This is an optimization exercise on Yosys and OpenROAD, whose aim is small area, not a production implementation. In this exercise RTL edits were held to simulation tests only and were not proved equivalent to the original. No driver is modelled on the clock port, so clock power and skew are understated where the tree is cut down; a real chip needs a root buffer or a tree. Power is estimated from default activity; no workload was simulated.

===== flow/flow/run.sh =====
#!/bin/bash
# Own layout flow: the standard synthesis, then its combinational logic
# re-mapped for area (flip-flops untouched), then the standard ORFS layout
# steps with 1x port buffers and a single-level clock tree.
set -euo pipefail
W=$PWD
R=$W/orfs/results/$FLOW_PLATFORM/lab3_3/base
export LIB_FILE=$FLOW_HOME/platforms/$FLOW_PLATFORM/lib/sky130_fd_sc_hd__tt_025C_1v80.lib
export DONT_USE_CELLS="$(sed -n '/^export DONT_USE_CELLS/,/^$/p' $FLOW_HOME/platforms/$FLOW_PLATFORM/config.mk | tr -d '\\' | sed 's/export DONT_USE_CELLS += //' | tr -s ' \n' ' ')"
export TOP=$FLOW_TOP

# 1. standard synthesis (netlist only)
bash standard.sh $R/1_2_yosys.v > $W/synth_standard.log 2>&1
cp $R/1_2_yosys.v $W/netlist_standard.v

# 2. re-map the logic with a few ABC area scripts, keep the smallest
best=""; best_area=""
for s in $W/flow/abc_*.script; do
  n=$(basename $s .script)
  IN_V=$W/netlist_standard.v OUT_V=$W/netlist_$n.v ABC_SCRIPT=$s \
    yosys -c $W/flow/remap.tcl > $W/remap_$n.log 2>&1 &
done
wait
for s in $W/flow/abc_*.script; do
  n=$(basename $s .script)
  [[ -s $W/netlist_$n.v.stat ]] || continue
  a=$(sed -n "s/.*Chip area for top module.*: *//p" $W/netlist_$n.v.stat)
  [[ -n "$a" ]] || continue
  echo "$n $a" >> $W/remap_areas.txt
  if [[ -z "$best" ]] || awk "BEGIN{exit !($a < $best_area)}"; then best=$n; best_area=$a; fi
done
a0=$(grep -h "Chip area" $W/orfs/reports/$FLOW_PLATFORM/lab3_3/base/synth_stat.txt | head -1 | sed 's/.*: *//')
echo "standard $a0 best $best $best_area" >> $W/remap_areas.txt
if [[ -n "$best" ]] && awk "BEGIN{exit !($best_area < $a0)}"; then
  cp $W/netlist_$best.v $R/1_2_yosys.v
fi

# 3. layout
bash standard.sh finish \
  "BUFFER_PORTS_ARGS=-buffer_cell sky130_fd_sc_hd__buf_1" \
  "CTS_ARGS=-sink_clustering_enable -repair_clock_nets -dont_use_dummy_load -sink_clustering_size 64 -sink_clustering_max_diameter 500 -buf_list sky130_fd_sc_hd__clkbuf_8 -root_buf sky130_fd_sc_hd__clkbuf_8" \
  > $W/layout_standard.log 2>&1

===== flow/flow/abc_d1.script =====
strash
&get -n
&deepsyn -T 15 -S 1
&put
dch -f
amap

===== flow/flow/abc_d2.script =====
strash
&get -n
&deepsyn -T 15 -S 2
&put
dch -f
amap

===== flow/flow/abc_d3.script =====
strash
&get -n
&deepsyn -T 15 -S 3
&put
dch -f
amap

===== flow/flow/abc_d4.script =====
strash
&get -n
&deepsyn -T 15 -S 4
&put
dch -f
amap

===== flow/flow/abc_s01.script =====
strash
dch -f
amap

===== flow/flow/abc_s21.script =====
strash
dch -f
amap
strash
dch -f
amap
strash
dch -f
amap

===== flow/flow/remap.tcl =====
# Re-map the combinational logic of the standard synthesis netlist for area.
# The flip-flops (and tie cells) are kept as they are, with their names and
# cell types; only the logic between them is re-synthesised by ABC.
yosys -import
set lib $::env(LIB_FILE)
read_liberty -ignore_miss_func $lib
read_verilog $::env(IN_V)
hierarchy -top $::env(TOP)
setattr -mod -set keep_hierarchy 1 sky130_fd_sc_hd__df* sky130_fd_sc_hd__conb*
flatten
opt_clean -purge
set du {}
foreach c $::env(DONT_USE_CELLS) { lappend du -dont_use $c }
abc -liberty $lib -script $::env(ABC_SCRIPT) {*}$du
opt_clean -purge
hilomap -singleton -hicell sky130_fd_sc_hd__conb_1 HI -locell sky130_fd_sc_hd__conb_1 LO
tee -o $::env(OUT_V).stat stat -liberty $lib
blackbox sky130_fd_sc_hd__*
write_verilog -noattr -nohex -nodec $::env(OUT_V)

===== flow/standard.sh =====
#!/bin/bash
# synth_recipe.tcl (not shown) runs the flow's synth.tcl, then flattens the netlist and writes it again
# the make line also repeats each setting of config.mk as NAME=value (left out here)
make -C /OpenROAD-flow-scripts/flow DESIGN_CONFIG=/design/flow/config.mk WORK_HOME=/design/flow/orfs CLKGATE_MAP_FILE= SYNTH_SCRIPT=/design/flow/synth_recipe.tcl "${@:-finish}"

===== flow/config.mk =====
export PLATFORM = sky130hd
export DESIGN_NAME = lab3_3
export DESIGN_NICKNAME = lab3_3
export VERILOG_FILES = /design/flow/design.v
export SDC_FILE = /design/flow/constraint.sdc
export NUM_CORES = 4
export LEC_CHECK = 0
export CAP_MARGIN = 0
export CORE_MARGIN = 2
export CORE_UTILIZATION = 40
export SLEW_MARGIN = 0

===== flow/constraint.sdc =====
create_clock -name core_clock -period 5.0 [get_ports {clk}]
set_input_delay 1.0000 -clock core_clock [delete_from_list [all_inputs] [get_ports {clk}]]
set_output_delay 1.0000 -clock core_clock [all_outputs]
set_load 0.01 [all_outputs]

===== flow/design.v =====
module clock_divider(clk, rst, cnt);
input clk;
input rst;
output reg [2:0] cnt;
reg [8:0] lo;
wire lo_z8 = (lo[7:0] == 8'd0);
wire wrap = lo[8] & lo_z8;       
always @(posedge clk, posedge rst) begin
    if (rst) begin
        lo <= 9'd0;
        cnt <= 3'd0;
    end else begin
        lo <= {lo[7:0], lo[8] ^ lo[4] ^ lo_z8};
        if (wrap)
            cnt <= cnt + 1'b1;
    end
end
endmodule
module lab3_3(clk, rst, en, speed, led);
input clk;
input rst;
input en;
input speed;
output [15:0] led;
wire [2:0] S;    
clock_divider clkdiv(.clk(clk), .rst(rst), .cnt(S));
wire sel1 = speed ? S[0] : S[2];
wire sel2 = speed ? S[2] : S[0];
reg p1, p2;
always @(posedge clk) begin
    p1 <= sel1;
    p2 <= sel2;
end
wire step3 = sel1 & ~p1 & en;
wire step1 = sel2 & ~p2 & en;
reg [2:0] mr;      
wire [2:0] m = mr ^ 3'b100;
reg dirC;         
wire [9:4] P;     
assign P[4] = ~m[0] & ~m[2];
assign P[5] =  m[0] & ~m[1];
assign P[6] =  m[1] & ~m[2];
assign P[7] =  m[0] &  m[2];
assign P[8] = ~m[0] &  m[1];
assign P[9] = ~m[1] &  m[2];
wire [15:0] M3;
assign M3[3:0]   = 4'b0;
assign M3[4]     = P[4];
assign M3[5]     = ~m[1] & ~m[2];
assign M3[6]     = ~m[2];
assign M3[7]     =  m[0];
assign M3[8]     =  m[1];
assign M3[9]     =  m[2];
assign M3[10]    = ~m[0] & m[2];
assign M3[11]    = P[9];
assign M3[15:12] = 4'b0;
wire m_up = dirC ? P[4] : ~P[9];
always @(posedge clk, posedge rst) begin
    if (rst) begin
        mr <= 3'b000;
        dirC <= 1'b0;
    end else if (step3) begin
        mr <= (m_up ? {m[1], m[0], ~m[2]} : {~m[0], m[2], m[1]}) ^ 3'b100;
        dirC <= ~m_up;
    end
end
reg [3:0] na;     
reg ndirA;        
wire [3:0] a = ~na;
wire dirA = ~ndirA;   
wire a0 = (a == 4'd0);
wire a15 = (a == 4'd15);
wire collA = P[4] & (a >= 4'd4) & (a <= 4'd7)
           | P[5] & (a >= 4'd4) & (a <= 4'd8)
           | P[6] & (a >= 4'd5) & (a <= 4'd9)
           | P[7] & (a >= 4'd6) & (a <= 4'd9)
           | P[8] & (a >= 4'd8) & (a <= 4'd11)
           | P[9] & (a >= 4'd8) & (a <= 4'd12);
wire a_up = dirA ? collA : ~a15;
wire a_hold = ~dirA & a0;            
wire a_die = dirA & ~collA & a0;     
always @(posedge clk, posedge rst) begin
    if (rst) begin
        na <= 4'd0;
        ndirA <= 1'b0;
    end else if (step1 & ~a_hold) begin
        if (a_die)
            ndirA <= 1'b1;
        else begin
            na <= ~(a_up ? a + 1'b1 : a - 1'b1);
            ndirA <= a_up;
        end
    end
end
wire [15:0] A1 = {(16'd1 << a)} & {15'h7fff, dirA};
reg [3:0] b;
reg dirB;         
wire b0 = (b == 4'd0);
wire b15 = (b == 4'd15);
wire collB = P[4] & (b >= 4'd3) & (b <= 4'd7)
           | P[5] & (b >= 4'd4) & (b <= 4'd8)
           | P[6] & (b >= 4'd5) & (b <= 4'd9)
           | P[7] & (b >= 4'd6) & (b <= 4'd10)
           | P[8] & (b >= 4'd7) & (b <= 4'd11)
           | P[9] & (b >= 4'd8) & (b <= 4'd11);
wire b_up = dirB ? b0 : ~collB;
wire b_hold = dirB & b15;            
wire b_die = ~dirB & ~collB & b15;   
always @(posedge clk, posedge rst) begin
    if (rst) begin
        b <= 4'd0;
        dirB <= 1'b0;
    end else if (step1 & ~b_hold) begin
        if (b_die)
            dirB <= 1'b1;
        else begin
            b <= b_up ? b + 1'b1 : b - 1'b1;
            dirB <= ~b_up;
        end
    end
end
wire [15:0] B1 = {(16'd1 << b)} & {~dirB, 15'h7fff};
assign led = A1 | B1 | M3;
endmodule

==> results.cfg, run 1 <==
[worst_setup_path]
ff2ff_path_depth = 12
reg2reg_slack_ns = 1.85
worstSetupPathType = input pin to flip-flop
start_kind = input pin
r2r_start = clkdiv.cnt[0]
cp.arrival_ns = 3.78
end_kind = flip-flop
r2r_end = b[3]
worstPathRequired_ns = 5.21
cp_max_fo = 6

[floorplan]
rows = 21
fp.coreArea_mm2 = 0.00334
dieHeight_um = 63.0
io_pins = 20
die_area_mm2 = 0.00396
initial_utilization_pct = 41.7
die_x_um = 63.0

[power]
p_comb_share_pct = 50.2
powerDensity_mw_per_mm2 = 597
clock_power_share_pct = 12.9
p_sw_w = 0.000455
leakage_nw = 0.590
swShare_pct = 48.8
internal-power_w = 0.000476
ir_drop_uv = 174
p_seq_share_pct = 36.9

[worst_hold_path]
min_path_cells = 0
min_to = clkdiv.lo[4]
min_from = clkdiv.lo[3]
hold_class = flip-flop to flip-flop

[cells_and_area]
n_antenna_cell = 0
stdcell_count = 234
finish.net_count = 194
fill_cells = 358
synthToLayoutAreaGrowth_pct = 12.2
drive_gt1_share_pct = 1.60

[clocking]
cts.sinks = 28
cts_buffers = 3
cts_resized = 0
path_clk_slew_ns = 0.10
clk_latency_ns = 0.28
holdBufCountCts = 0
clockBufferDepth = 2
post_cts_buffers = 0
cts_max_level = 1
root_buffer = clkbuf_8
cts_tree = done

[drt]
routedWlPerCell_um = 14.2
via_per_inst = 5.69
dr.pass1.iters = 4
wl_mm = 3.32
drt_iter0_drc = 83
ant_nets = 0
drc = 0
vias = 1332

[sta]
fmax_mhz = 280
tightest_slew_ns = 1.02
rsz0062_at_grt = no
period_share_pct = 71.4
setup_tns_ns = 0
fin_crit_ns = 3.57
clock_skew_ns = 0.0173
slew_viol_final = 0
holdWs_ns = 0.371
max-slew-margin-rel_pct = 30.5
fin_ws_ns = 1.43
setup_viol = 0
hold_viol = 0

[place]
pre_cts_slack_ns = 1.15
hpwl_mm = 2.57
place.gp.congestion = 0.925
io_buffers = 19
placedCellCount = 231

[run]
drv_cap = 0

[global_route]
grt_max_degree = 27
overflow = 0
antenna_found_initial = 0
grt_pass1_vias = 1305
grt_pass1_wl_mm = 5.93
grt_util_all_layers_pct = 18.6

[synthesis]
syn_avg_cell_area_um2 = 8.37
synthCells = 166
syn_nets = 170
yosys_warnings = 2
synth_area_mm2 = 0.00139

[status]
status = timing/DRC/antenna clean
## worst max-delay path: stages
cell,delay (ns)
buf_1,0.10
clkinv_1,0.06
o22ai_1,0.08
nor3_1,0.52
clkinv_1,0.20
a31oi_1,0.21
o21ai_0,0.10
a2111oi_0,0.79
nor2_1,0.12
a21oi_1,0.24
a21oi_1,0.08
nand2_1,0.09
nor2_1,0.04
o21ai_0,0.14
## through the flow
step                power (W)  util [%]  instance area (µm²)
finish               0.000931      46.8                 1560
detailed placement   0.000805      45.5                 1520
CTS                  0.000925      46.8                 1560
global placement     0.000797      45.5                 1520
global route          0.00101      46.8                 1560
floorplan            0.000660         -                 1390
## per-layer routing
metal | global-route usage [%] | share of wire (%)
met4 | 8.61 | 2.1
met1 | 24.7 | 46
met2 | 29.5 | 45
met3 | 3.24 | 6.9
met5 | 0 | 0
## area by class of cell
cell class              instances  area [µm²]  area share (%)
clock buffers                   3        41.3            2.65
inverters                      25        93.8            6.01
multi-input cells             113         606            38.8
flip-flops and latches         28         691            44.3
well taps                      46        57.6            3.69
repair buffers                 19        71.3            4.57
## cells in the final DEF, fill, tap and decap left out, drive strengths merged, types with 4 or more instances in the layout
cell,instances
buf,19
nor2,23
o21a,4
nand2,22
o221ai,10
clkinv,25
dfrtp,26
o22ai,8
o21ai,15
a31oi,4
a21oi,8
## registers in the layout, summed over array words and instances, names as in the netlist
register	cells
ndirA	1
mr	3
dirC	1
dirB	1
na	4
clkdiv.cnt	3
p2	1
p1	1
clkdiv.lo	9
b	4
## power by group through the flow
| stage | clock (W) | sequential [W] | combinational, W |
|---|---|---|---|
| finish | 0.000120 | 0.000344 | 0.000467 |
| floorplan | 0 | 0.000327 | 0.000333 |
| global route | 0.000132 | 0.000353 | 0.000525 |
| global placement | 0 | 0.000342 | 0.000454 |
| detailed placement | 0 | 0.000346 | 0.000459 |
| CTS | 0.000124 | 0.000341 | 0.000461 |
## how the worst max path moves through the flow
stage	to	from	slack [ns]	depth (start not counted)
global route	b[3]	speed	0.85	14
global placement	b[3]	speed	1.39	13
detailed placement	b[3]	speed	1.15	12
CTS	b[3]	speed	1.44	14
finish	b[3]	speed	1.43	14
floorplan	b[3]	speed	1.79	12
==> run 2: changes to the inputs <==
==> flow/flow/run.sh (replaced) <==
#!/bin/bash
# Own layout flow: the standard synthesis, then its combinational logic
# re-mapped for area (flip-flops untouched), then the standard ORFS layout
# steps with 1x port buffers and a single-level clock tree.
set -euo pipefail
W=$PWD
R=$W/orfs/results/$FLOW_PLATFORM/lab3_3/base
export LIB_FILE=$FLOW_HOME/platforms/$FLOW_PLATFORM/lib/sky130_fd_sc_hd__tt_025C_1v80.lib
export DONT_USE_CELLS="$(sed -n '/^export DONT_USE_CELLS/,/^$/p' $FLOW_HOME/platforms/$FLOW_PLATFORM/config.mk | tr -d '\\' | sed 's/export DONT_USE_CELLS += //' | tr -s ' \n' ' ')"
export TOP=$FLOW_TOP

# 1. standard synthesis (netlist only)
bash standard.sh $R/1_2_yosys.v > $W/synth_standard.log 2>&1
cp $R/1_2_yosys.v $W/netlist_standard.v

a0=$(grep -h "Chip area" $W/orfs/reports/$FLOW_PLATFORM/lab3_3/base/synth_stat.txt | head -1 | sed 's/.*: *//')
best_v=$W/netlist_standard.v; best_area=$a0
echo "standard $a0" >> $W/remap_areas.txt
for round in 1 2 3; do
  src=$best_v; improved=0
  for s in $W/flow/abc_*.script; do
    n=r${round}_$(basename $s .script)
    IN_V=$src OUT_V=$W/netlist_$n.v ABC_SCRIPT=$s \
      yosys -c $W/flow/remap.tcl > $W/remap_$n.log 2>&1 &
  done
  wait
  for s in $W/flow/abc_*.script; do
    n=r${round}_$(basename $s .script)
    [[ -s $W/netlist_$n.v.stat ]] || continue
    a=$(sed -n "s/.*Chip area for top module.*: *//p" $W/netlist_$n.v.stat)
    [[ -n "$a" ]] || continue
    echo "$n $a" >> $W/remap_areas.txt
    if awk "BEGIN{exit !($a < $best_area)}"; then best_v=$W/netlist_$n.v; best_area=$a; improved=1; fi
  done
  [[ $improved == 1 ]] || break
done
echo "best $best_v $best_area" >> $W/remap_areas.txt
cp $best_v $R/1_2_yosys.v

# 3. layout
bash standard.sh finish \
  "BUFFER_PORTS_ARGS=-buffer_cell sky130_fd_sc_hd__buf_1" \
  "CTS_ARGS=-sink_clustering_enable -repair_clock_nets -dont_use_dummy_load -sink_clustering_size 64 -sink_clustering_max_diameter 500 -buf_list sky130_fd_sc_hd__clkbuf_8 -root_buf sky130_fd_sc_hd__clkbuf_8" \
  > $W/layout_standard.log 2>&1
==> flow/flow/abc_d5.script (new file) <==
strash
&get -n
&deepsyn -T 15 -S 5
&put
dch -f
amap
==> flow/flow/abc_d6.script (new file) <==
strash
&get -n
&deepsyn -T 15 -S 6
&put
dch -f
amap
==> run 2 against run 1 <==
Still clean on timing, DRC and antenna. First-iteration DRC count rose by 61%. Non-clock buffer count did not move. Critical path depth down 1. Sequential cell count did not move. Sequential power shrank 32%. Clock-buffer cell count stayed put. Worst hold slack improved by 0.0071 ns. Largest power group is now registers. Highest routed layer unchanged.
==> results.cfg, run 2 <==
[cells_and_area]
largest_register_ffs = 9
mostFrequentLayoutCells = clkinv_1, nand2_1, dfrtp_1
drive_gt1_share_pct = 1.59
finish.net_count = 195
top_regs = clkdiv.lo x9, b x4, na x4
fill_cells = 355
synthToLayoutAreaGrowth_pct = 12.4
regArea_um2 = 691
largest_register = clkdiv.lo
n_antenna_cell = 0
multi_input_area_um2 = 587

[global_route]
grt_max_degree = 27
grt_util_all_layers_pct = 18.0
antenna_found_initial = 0
overflow = 0
grt_pass1_vias = 1251
grt_pass1_wl_mm = 5.69

[drt]
vias = 1305
ant_nets = 0
drt_iter0_drc = 134
via_per_inst = 5.55
wl_mm = 3.28
routedWlPerCell_um = 14.0
drc = 0
dr.pass1.iters = 4

[power]
powerDensity_mw_per_mm2 = 255
ir_drop_uv = 150
leakage_nw = 0.590

[sta]
slew_viol_final = 0
fmax_mhz = 343
fin_crit_ns = 2.91
max-slew-margin-rel_pct = 37.2
setup_viol = 0
tightest_slew_ns = 0.933
rsz0062_at_grt = no
hold_viol = 0
setup_tns_ns = 0
period_share_pct = 58.2
clock_skew_ns = 0.00848
holdWs_ns = 0.378

[status]
status = timing/DRC/antenna clean

[floorplan]
initial_utilization_pct = 41.5
fp.coreArea_mm2 = 0.00331
die_area_mm2 = 0.00392
rows = 21
dieHeight_um = 62.6
die_x_um = 62.6
io_pins = 20

[clocking]
holdBufCountCts = 0
cts.sinks = 28
cts_tree = done
post_cts_buffers = 0
clockBufferDepth = 2
cts_resized = 0
cts_max_level = 1
root_buffer = clkbuf_8
clk_latency_ns = 0.27
cts_buffers = 3
path_clk_slew_ns = 0.09

[place]
place.gp.congestion = 0.924
hpwl_mm = 2.55
io_buffers = 19

[worst_setup_path]
critPathBufInv = 3
crit_slowest_cell = nor3_1
cp_max_fo = 5
worstSetupPathType = input pin to flip-flop
crit_family = simple AND/OR/NAND/NOR gates
start_kind = input pin
critPathMaxStageDelay_ns = 0.34
path_cells = buf_1 -> clkinv_1 -> o22ai_1 -> nand2_1 -> a31oi_1 -> o221ai_1 -> nor3_1 -> clkinv_1 -> o22ai_1 -> and3_1 -> nand2_1 -> nor2_1 -> o32ai_1
cp.arrival_ns = 3.07
worstPathRequired_ns = 5.15
end_kind = flip-flop

[worst_hold_path]
hold_class = flip-flop to flip-flop

[synthesis]
syn_nets = 171
synthCells = 167
syn_avg_cell_area_um2 = 8.23
synth_area_mm2 = 0.00138
yosys_warnings = 2

[run]
drv_cap = 0
-- run 2: final timing paths --
path / startpoint / endpoint / slack (ns) / cells past startpoint
worst min register to register: clkdiv.lo[7] / clkdiv.lo[8] / 0.38 / 0
min in group asynchronous: rst / clkdiv.lo[2] / 0.78 / 2
worst max register to register: mr[2] / na[2] / 2.51 / 9
worst max-delay path: speed / b[3] / 2.09 / 13
worst min-delay path: clkdiv.lo[7] / clkdiv.lo[8] / 0.38 / 0
max in group asynchronous: rst / clkdiv.lo[7] / 3.79 / 2
-- run 2: metrics by stage --
stage	cells	worst slack [ns]	power (W)	cell area [µm²]	util [%]
6_report	235	2.09	0.000394	1550	46.7
5_1_grt	235	1.81	0.000414	1550	46.7
4_1_cts	235	2.06	0.000398	1550	46.7
3_5_place_dp	232	1.79	0.000280	1500	45.4
3_3_place_gp	232	1.99	0.000279	1500	45.4
2_1_floorplan	167	2.27	0.000266	1380	-
-- run 2: cell type report --
class / instances / area share (%)
Clock buffer: 3 / 2.67
Inverter: 26 / 6.32
Sequential cell: 28 / 44.7
Timing Repair Buffer: 19 / 4.62
Tap cell: 46 / 3.72
Multi-Input combinational cell: 113 / 38.0
-- run 2: per-layer routing --
layer | up-vias | GRT usage [%] | wire length, µm | share of wire (%)
li1 | 644 | - | - | -
met1 | 606 | 23.8 | 1530 | 47
met2 | 48 | 29.8 | 1510 | 46
met3 | 7 | 3.24 | 184 | 5.6
met4 | 0 | 6.39 | 53 | 1.6
met5 | - | 0 | 0 | 0
-- run 2: where the power goes --
group | internal, W | total, W | switching, W
Clock | 0.0000541 | 0.000119 | 0.0000652
Sequential | 0.000230 | 0.000235 | 0.00000554
Combinational | 0.0000117 | 0.0000398 | 0.0000280
==> run 3: changes to the inputs <==
--- a/flow/flow/run.sh
+++ b/flow/flow/run.sh
@@ -38,7 +38,11 @@
 cp $best_v $R/1_2_yosys.v
 
-# 3. layout
-bash standard.sh finish \
-  "BUFFER_PORTS_ARGS=-buffer_cell sky130_fd_sc_hd__buf_1" \
-  "CTS_ARGS=-sink_clustering_enable -repair_clock_nets -dont_use_dummy_load -sink_clustering_size 64 -sink_clustering_max_diameter 500 -buf_list sky130_fd_sc_hd__clkbuf_8 -root_buf sky130_fd_sc_hd__clkbuf_8" \
-  > $W/layout_standard.log 2>&1
+# 3. layout: standard steps up to CTS, then the clock tree collapsed into
+# one buffer, then the rest of the standard steps
+LAYOUT_ARGS=(
+  "BUFFER_PORTS_ARGS=-buffer_cell sky130_fd_sc_hd__buf_1"
+  "CTS_ARGS=-sink_clustering_enable -repair_clock_nets -dont_use_dummy_load -sink_clustering_size 64 -sink_clustering_max_diameter 500 -buf_list sky130_fd_sc_hd__clkbuf_8 -root_buf sky130_fd_sc_hd__clkbuf_8"
+)
+bash standard.sh $R/4_cts.odb "${LAYOUT_ARGS[@]}" > $W/layout_standard_cts.log 2>&1
+RESULTS=$R ROOT_BUF=sky130_fd_sc_hd__clkbuf_16 openroad -no_init -exit $W/flow/onebuf.tcl > $W/onebuf.log 2>&1
+bash standard.sh finish "${LAYOUT_ARGS[@]}" > $W/layout_standard.log 2>&1
==> flow/flow/onebuf.tcl (new file) <==
# Collapse the clock tree that CTS built into its root buffer alone, sized
# up: all clock sinks then hang off one clkbuf_16 that the clock port drives.
set R $::env(RESULTS)
read_db $R/4_cts.odb
set db [ord::get_db]
set block [ord::get_db_block]
set root [$block findInst clkbuf_0_clk]
set rootnet [[$root findITerm X] getNet]
set n 0
foreach inst [$block getInsts] {
  set nm [$inst getName]
  if {$inst ne $root && ([string match clkbuf_* $nm] || [string match clkload* $nm])} {
    set onet [[$inst findITerm X] getNet]
    if {$onet ne "NULL"} {
      foreach it [$onet getITerms] {
        if {[$it getInst] ne $inst} { $it disconnect; $it connect $rootnet }
      }
    }
    odb::dbInst_destroy $inst
    if {$onet ne "NULL"} { odb::dbNet_destroy $onet }
    incr n
  }
}
puts "removed $n clock buffers"
$root swapMaster [$db findMaster $::env(ROOT_BUF)]
detailed_placement
check_placement
write_db $R/4_cts.odb
==> run 3 against run 2 <==
Still clean on timing, DRC and antenna. Utilization down 0.49 points. Clock skew is 0.0043 ns lower. Critical path depth unchanged. Register-to-register slack is essentially flat. Final area shrank 1.1%. Critical endpoint unchanged.
==> results.cfg, run 3 <==
[worst_hold_path]
min_to = clkdiv.lo[6]
min_path_cells = 0
hold_class = flip-flop to flip-flop
min_from = clkdiv.lo[5]

[worst_setup_path]
worstSetupPathType = input pin to flip-flop
crit_slowest_cell = nor3_1
critPathMaxStageDelay_ns = 0.34
start_kind = input pin
crit_family = simple AND/OR/NAND/NOR gates
reg2reg_slack_ns = 2.52
path_cells = buf_1 -> clkinv_1 -> o22ai_1 -> nand2_1 -> a31oi_1 -> o221ai_1 -> nor3_1 -> clkinv_1 -> o22ai_1 -> and3_1 -> nand2_1 -> nor2_1 -> o32ai_1
r2r_end = na[2]
critPathBufInv = 3
r2r_start = mr[2]
cp.arrival_ns = 3.09
worstPathRequired_ns = 5.05
ff2ff_path_depth = 9
cp_max_fo = 5
end_kind = flip-flop

[drt]
drt_iter0_drc = 245
wl_mm = 3.29
ant_nets = 0
via_per_inst = 5.56
vias = 1295
drc = 0
dr.pass1.iters = 4
routedWlPerCell_um = 14.1

[cells_and_area]
regArea_um2 = 691
finish.net_count = 193
n_antenna_cell = 0
largest_register_ffs = 9
mostFrequentLayoutCells = clkinv_1, nand2_1, dfrtp_1
multi_input_area_um2 = 587
post-route-util_pct = 46.2
top_regs = clkdiv.lo x9, b x4, na x4
largest_register = clkdiv.lo
synthToLayoutAreaGrowth_pct = 11.2
fill_cells = 357
drive_gt1_share_pct = 0.535

[synthesis]
synthCells = 167
syn_nets = 171
yosys_warnings = 2
syn_avg_cell_area_um2 = 8.23
synth_area_mm2 = 0.00138

[sta]
fmax_mhz = 329
setup_tns_ns = 0
setup_viol = 0
rsz0062_at_grt = no
tightest_slew_ns = 0.938
period_share_pct = 60.7
fin_crit_ns = 3.04
hold_viol = 0
clock_skew_ns = 0.00420
slew_viol_final = 0
max-slew-margin-rel_pct = 36.9

[clocking]
holdBufCountCts = 0
path_clk_slew_ns = 0.10
cts_resized = 0
cts.sinks = 28
clk_latency_ns = 0.16
post_cts_buffers = 0

[floorplan]
initial_utilization_pct = 41.5
fp.coreArea_mm2 = 0.00331
die_area_mm2 = 0.00392
die_x_um = 62.6
dieHeight_um = 62.6
io_pins = 20
rows = 21

[place]
hpwl_mm = 2.55
io_buffers = 19
place.gp.congestion = 0.924

[power]
ir_drop_uv = 113
leakage_nw = 0.580
powerDensity_mw_per_mm2 = 241

[run]
drv_cap = 0

[global_route]
overflow = 0
grt_pass1_vias = 1248
grt_pass1_wl_mm = 5.70
grt_max_degree = 29
grt_util_all_layers_pct = 20.5
antenna_found_initial = 0

[status]
status = timing/DRC/antenna clean
[run 3: cell count changes in the layout (fill, tap and decap cells not counted), sizes merged]
cell    change
clkbuf      -2
[run 3: how the worst max path moves through the flow]
stage                     cells after the start  startpoint  endpoint  slack [ns]
final                                        13       speed      b[3]        1.96
after global routing                         13       speed      b[3]        1.71
after CTS                                    13       speed      b[3]        2.06
after detailed placement                     13       speed      b[3]        1.79
after global placement                       13       speed      b[3]        1.99
after floorplan                              12       speed      b[3]        2.27
[run 3: worst reg2reg max path: cells and delay by family, from the launching register on]
kind                   cells  cell delay [ns]
AO/OA/AOI/OAI              4             0.53
AND/OR/NAND/NOR            4             1.16
buffers and inverters      1             0.21
flip-flops                 1             0.50
[run 3: cell type report]
cell class                 count  share of cell area (%)
sequential                    28                    45.2
multi-input combinational    113                    38.4
inverter                      26                    6.38
timing repair buffer          19                    4.66
tap                           46                    3.76
clock buffer                   1                    1.64
[run 3: report_power, final]
part / leakage, nW / internal [W] / switching, W
Clock: 0.0123 / 0.0000371 / 0.0000556
Sequential: 0.318 / 0.000230 / 0.00000556
Combinational: 0.250 / 0.0000117 / 0.0000279
[run 3: layer usage]
metal	global-route usage, %	wire length [µm]	up-vias
met5	0	0	-
met4	3.89	46	0
met3	3.24	254	6
met2	34.9	1520	60
met1	27.8	1470	588
li1	-	-	641
[run 3: metrics by stage]
stage	total power, W	setup WS (ns)	cells	hold slack, ns	area, µm²
after floorplan	0.000266	2.27	167	0.346	1380
after global placement	0.000279	1.99	232	0.361	1500
after detailed placement	0.000280	1.79	232	0.366	1500
after CTS	0.000398	2.06	235	0.385	1550
after global routing	0.000389	1.71	233	0.402	1530
final	0.000368	1.96	233	0.385	1530

==> static timing again, ports no longer ideal <==
How much do the figures lean on ideal ports? The routed layouts below were timed once more, with nothing changed but the port constraints.
Step 1 (the two cells are an assumption about what drives the block):
set clk [get_ports {clk}]
set_driving_cell -lib_cell sky130_fd_sc_hd__clkbuf_16 $clk
set_driving_cell -lib_cell sky130_fd_sc_hd__buf_2 [delete_from_list [all_inputs] $clk]
Step 2, shift: input delay + t, output delay - t, t = (earliest + latest rising clock arrival at the registers) / 2. This alone moves slack from input paths to output paths.
Slacks: no drivers / after step 1 / after step 2; pairs: no drivers / after step 1.
| run | shift t [ns] | setup slack, ns | worst setup path after step 2 | slew at the worst register clock pin (ns) | pins driven straight from the clock port |
|---|---|---|---|---|---|
| run 1 | 0.295 | 1.429 / 1.431 / 1.136 | input to register | 0.10 / 0.10 | 1 |
| run 2 | 0.292 | 2.088 / 2.085 / 1.799 | input to register | 0.09 / 0.09 | 1 |
| run 3 | 0.191 | 1.964 / 1.971 / 1.780 | input to register | 0.10 / 0.10 | 1 |
After both steps setup and hold are still met in every run listed. The setup slack of run 1, which loses most, moves by +0.002 ns with the drivers and by -0.293 ns with both steps.
